Source: an optimization exercise on an open RTL-to-GDS flow (aim: small area, a short achievable clock period and few clock cycles per item). Production flows keep margins and buffers that such runs may drop. At most, simulation tests tie the RTL to the original design; equivalence was not proved. Power is estimated from default activity; no workload was simulated.

== job 101 ==
==> module iterativeDivision, before the edit <==
module iterativeDivision
  #(parameter int unsigned DATA_W = 32)
  ( input  var logic i_clk
  , input  var logic i_rst  
  , input  var logic [DATA_W-1:0] i_dividend
  , input  var logic [DATA_W-1:0] i_divisor
  , input  var logic i_start  
  , output var logic [DATA_W-1:0] o_quotient
  , output var logic [DATA_W-1:0] o_remainder
  , output var logic o_finish  
  );
  function automatic logic [5:0] clz32(input logic [31:0] x);
    logic [15:0] z1; logic [15:0] c1;       
    logic [7:0]  z2; logic [15:0] c2;       
    logic [3:0]  z3; logic [11:0] c3;       
    logic [1:0]  z4; logic [7:0]  c4;       
    logic        z5; logic [4:0]  c5;
    for (int i = 0; i < 16; i++) begin
      z1[i] = !(x[2*i+1] || x[2*i]);
      c1[i] = !x[2*i+1];
    end
    for (int i = 0; i < 8; i++) begin
      z2[i]         = z1[2*i+1] && z1[2*i];
      c2[2*i+:2]    = z1[2*i+1] ? {1'b1, c1[2*i]} : {1'b0, c1[2*i+1]};
    end
    for (int i = 0; i < 4; i++) begin
      z3[i]         = z2[2*i+1] && z2[2*i];
      c3[3*i+:3]    = z2[2*i+1] ? {1'b1, c2[4*i+:2]} : {1'b0, c2[4*i+2+:2]};
    end
    for (int i = 0; i < 2; i++) begin
      z4[i]         = z3[2*i+1] && z3[2*i];
      c4[4*i+:4]    = z3[2*i+1] ? {1'b1, c3[6*i+:3]} : {1'b0, c3[6*i+3+:3]};
    end
    z5 = z4[1] && z4[0];
    c5 = z4[1] ? {1'b1, c4[3:0]} : {1'b0, c4[7:4]};
    clz32 = {z5, z5 ? 5'd0 : c5};
  endfunction
  logic divZero_q;
  logic [5:0] zA, zB;
  logic [6:0] shDiff_q;
  always_comb begin
    zA = clz32(i_dividend);
    zB = clz32(i_divisor);
  end
  always_ff @(posedge i_clk)
    if (i_start)
      shDiff_q <= {1'b0, zB} - {1'b0, zA};
  logic [3:0] shAmt;
  logic       quotZero, alignDone;
  always_comb begin
    shAmt    = shDiff_q[4:1];
    quotZero = shDiff_q[6] || divZero_q;
    alignDone = (shDiff_q[5:1] == '0);
  end
  logic       busy_q, align_q, step_q;
  logic [3:0] count_q;
  always_ff @(posedge i_clk)
    if (i_rst) begin
      busy_q  <= '0;
      align_q <= '0;
      step_q  <= '0;
    end else if (i_start) begin
      busy_q  <= '1;
      align_q <= '1;
      step_q  <= '0;
    end else if (align_q) begin
      busy_q  <= !quotZero;
      align_q <= '0;
      step_q  <= !quotZero && !alignDone;
    end else begin
      busy_q  <= busy_q && step_q;
      step_q  <= step_q && (count_q != '0);
    end
  always_ff @(posedge i_clk)
    if (align_q)
      count_q <= shAmt;
    else
      count_q <= count_q - 1'b1;
  always_comb
    o_finish = busy_q && (align_q ? quotZero : !step_q);
  logic [DATA_W:0]   div_q;
  logic [DATA_W-1:0] rem_q, quo_q, remNext;
  logic              doStep;
  always_comb
    doStep = step_q || (align_q && alignDone && !quotZero);
  localparam int unsigned W = DATA_W + 3;
  logic [W-1:0] rX, dX, d2X, s3, c3;
  logic [W:0]   t1, t2, t3;
  logic         ge1, ge2, ge3, q1, q2;
  always_comb begin
    rX  = W'(rem_q);
    d2X = W'(div_q);
    dX  = W'(div_q[DATA_W:1]);
    s3  = rX ^ ~d2X ^ ~dX;
    c3  = {(rX[W-2:0] & ~d2X[W-2:0]) | (rX[W-2:0] & ~dX[W-2:0])
           | (~d2X[W-2:0] & ~dX[W-2:0]), 1'b1};
    t1  = {rX, 1'b1} + {~dX, 1'b1};
    t2  = {rX, 1'b1} + {~d2X, 1'b1};
    t3  = {s3, 1'b1} + {c3, 1'b1};
    ge1 = !t1[W];
    ge2 = !t2[W];
    ge3 = !t3[W];
    q1  = ge2;
    q2  = ge3 || (ge1 && !ge2);
    if (ge3)
      remNext = t3[DATA_W:1];
    else if (ge2)
      remNext = t2[DATA_W:1];
    else if (ge1)
      remNext = t1[DATA_W:1];
    else
      remNext = rem_q;
  end
  always_ff @(posedge i_clk)
    if (i_start)
      divZero_q <= (i_divisor == '0);
  always_ff @(posedge i_clk)
    if (i_start)
      div_q <= {i_divisor, 1'b0};
    else if (align_q)
      div_q <= div_q << {shAmt, 1'b0};
    else
      div_q <= div_q >> 2;
  always_ff @(posedge i_clk)
    if (i_start)
      rem_q <= i_dividend;
    else if (doStep)
      rem_q <= remNext;
  always_ff @(posedge i_clk)
    if (i_start)
      quo_q <= {DATA_W{i_divisor == '0}};
    else if (doStep)
      quo_q <= {quo_q[DATA_W-3:0], q1, q2};
  always_comb begin
    o_quotient  = quo_q;
    o_remainder = rem_q;
  end
endmodule
Settings: LEC_CHECK=0, ABC_AREA=1, CAP_MARGIN=20, CORE_MARGIN=2, CORE_UTILIZATION=40, SETUP_SLACK_MARGIN=4.5, SLEW_MARGIN=20; clock period 8.0 ns.
standard.sh (not shown) runs the stock make flow with config.mk's settings and CLKGATE_MAP_FILE= SYNTH_SCRIPT=/design/flow/synth_recipe.tcl, a recipe that flattens the netlist after the stock synthesis.
==> flow/flow/run.sh <==
#!/bin/bash
# Standard layout, with the port buffers made from the smallest buffer cell
# (repair may still resize them). make's output goes to flow_make.log; each
# ORFS step writes its own log under orfs/logs/.
set -euo pipefail
export BUFFER_PORTS_ARGS="-buffer_cell sky130_fd_sc_hd__buf_1"
bash standard.sh finish > flow_make.log 2>&1
Testbench counts of job 101, summed over its fixed seeds: cycles 13,806, items 3,200.
For job 102, these inputs were changed with respect to job 101:
diff --git a/flow/design.v b/flow/design.v
--- a/flow/design.v
+++ b/flow/design.v
@@ -34,26 +34,32 @@
     end
     z5 = z4[1] && z4[0];
     c5 = z4[1] ? {1'b1, c4[3:0]} : {1'b0, c4[7:4]};
     clz32 = {z5, z5 ? 5'd0 : c5};
   endfunction
-  logic divZero_q;
-  logic [5:0] zA, zB;
-  logic [6:0] shDiff_q;
+  logic [5:0] zA_q, zB_q;
+  logic       quotZero_q;
+  logic [31:0] dividendSeen;
   always_comb begin
-    zA = clz32(i_dividend);
-    zB = clz32(i_divisor);
+    dividendSeen[31] = i_dividend[31];
+    for (int i = 30; i >= 0; i--)
+      dividendSeen[i] = dividendSeen[i+1] || i_dividend[i];
   end
   always_ff @(posedge i_clk)
-    if (i_start)
-      shDiff_q <= {1'b0, zB} - {1'b0, zA};
+    if (i_start) begin
+      zA_q       <= clz32(i_dividend);
+      zB_q       <= clz32(i_divisor);
+      quotZero_q <= (i_divisor == '0) || ((i_divisor & ~dividendSeen) != '0);
+    end
+  logic [5:0] shDiff;
   logic [3:0] shAmt;
   logic       quotZero, alignDone;
   always_comb begin
-    shAmt    = shDiff_q[4:1];
-    quotZero = shDiff_q[6] || divZero_q;
-    alignDone = (shDiff_q[5:1] == '0);
+    shDiff   = zB_q - zA_q;  
+    shAmt    = shDiff[4:1];
+    quotZero = quotZero_q;
+    alignDone = (shDiff[5:1] == '0);
   end
   logic       busy_q, align_q, step_q;
   logic [3:0] count_q;
   always_ff @(posedge i_clk)
     if (i_rst) begin
@@ -112,13 +118,10 @@
     else
       remNext = rem_q;
   end
   always_ff @(posedge i_clk)
     if (i_start)
-      divZero_q <= (i_divisor == '0);
-  always_ff @(posedge i_clk)
-    if (i_start)
       div_q <= {i_divisor, 1'b0};
     else if (align_q)
       div_q <= div_q << {shAmt, 1'b0};
     else
       div_q <= div_q >> 2;
==> notes.md <==
Mean instance size in the synthesized netlist shrinks slightly when moving from job 101 to job 102.
[compare] base=job 101 new=job 102: wire length of the first global-routing pass grew by about 24%; count of clock-net buffers in the final layout grew by 8; placeable core region grew by 5.9%.
In job 102 the post-route clock period utilization turned out 0.77 points lower than in job 101.
Synthesized cell count: lower on job 101
The run showing the greater utilization is job 102.
met4 as the uppermost signal routing layer after detailed routing was reported by job 101, and met5 by job 102.
Going from job 101 to job 102, the number of CTS-inserted buffers was found to have gone up by 8.
From job 101 to job 102 the numbers moved as follows: number of global-route vias before repair climbed 844; number of top-level pins barely changed; relative contribution of the clock network to total power climbed 0.4 points; power climbed 62%.
No functional check of the RTL was part of job 102.

[separate check: timing with driven ports]
How much do the figures lean on ideal ports? The routed layouts below were timed once more, with nothing changed but the port constraints.
Step 1, drivers: a clkbuf_16 drives i_clk and a buf_2 each remaining input, both assumed.
Step 2 moves the port delays by t, midway between the first and last clock arrival at a register: inputs arrive t later, outputs are due t later. That takes back most of the time a late clock gives input paths.
a / b / c = ideal ports / drivers / drivers and shift; a / b = the first two.
| run | t, ns | slack for setup (ns) | hold slack, ns | worst setup path after step 2 | pins driven straight from the clock port |
|---|---|---|---|---|---|
| job 101 | 0.423 | 4.453 / 4.465 / 4.042 | 0.445 / 0.445 / 0.445 | input to register | 1 |
| job 102 | 0.497 | 4.515 / 4.515 / 4.254 | 0.470 / 0.470 / 0.470 | input to register | 1 |
After both steps setup and hold are still met in every run listed. For job 101, which loses most, drivers alone change the setup slack by +0.012 ns; drivers and shift together by -0.411 ns.
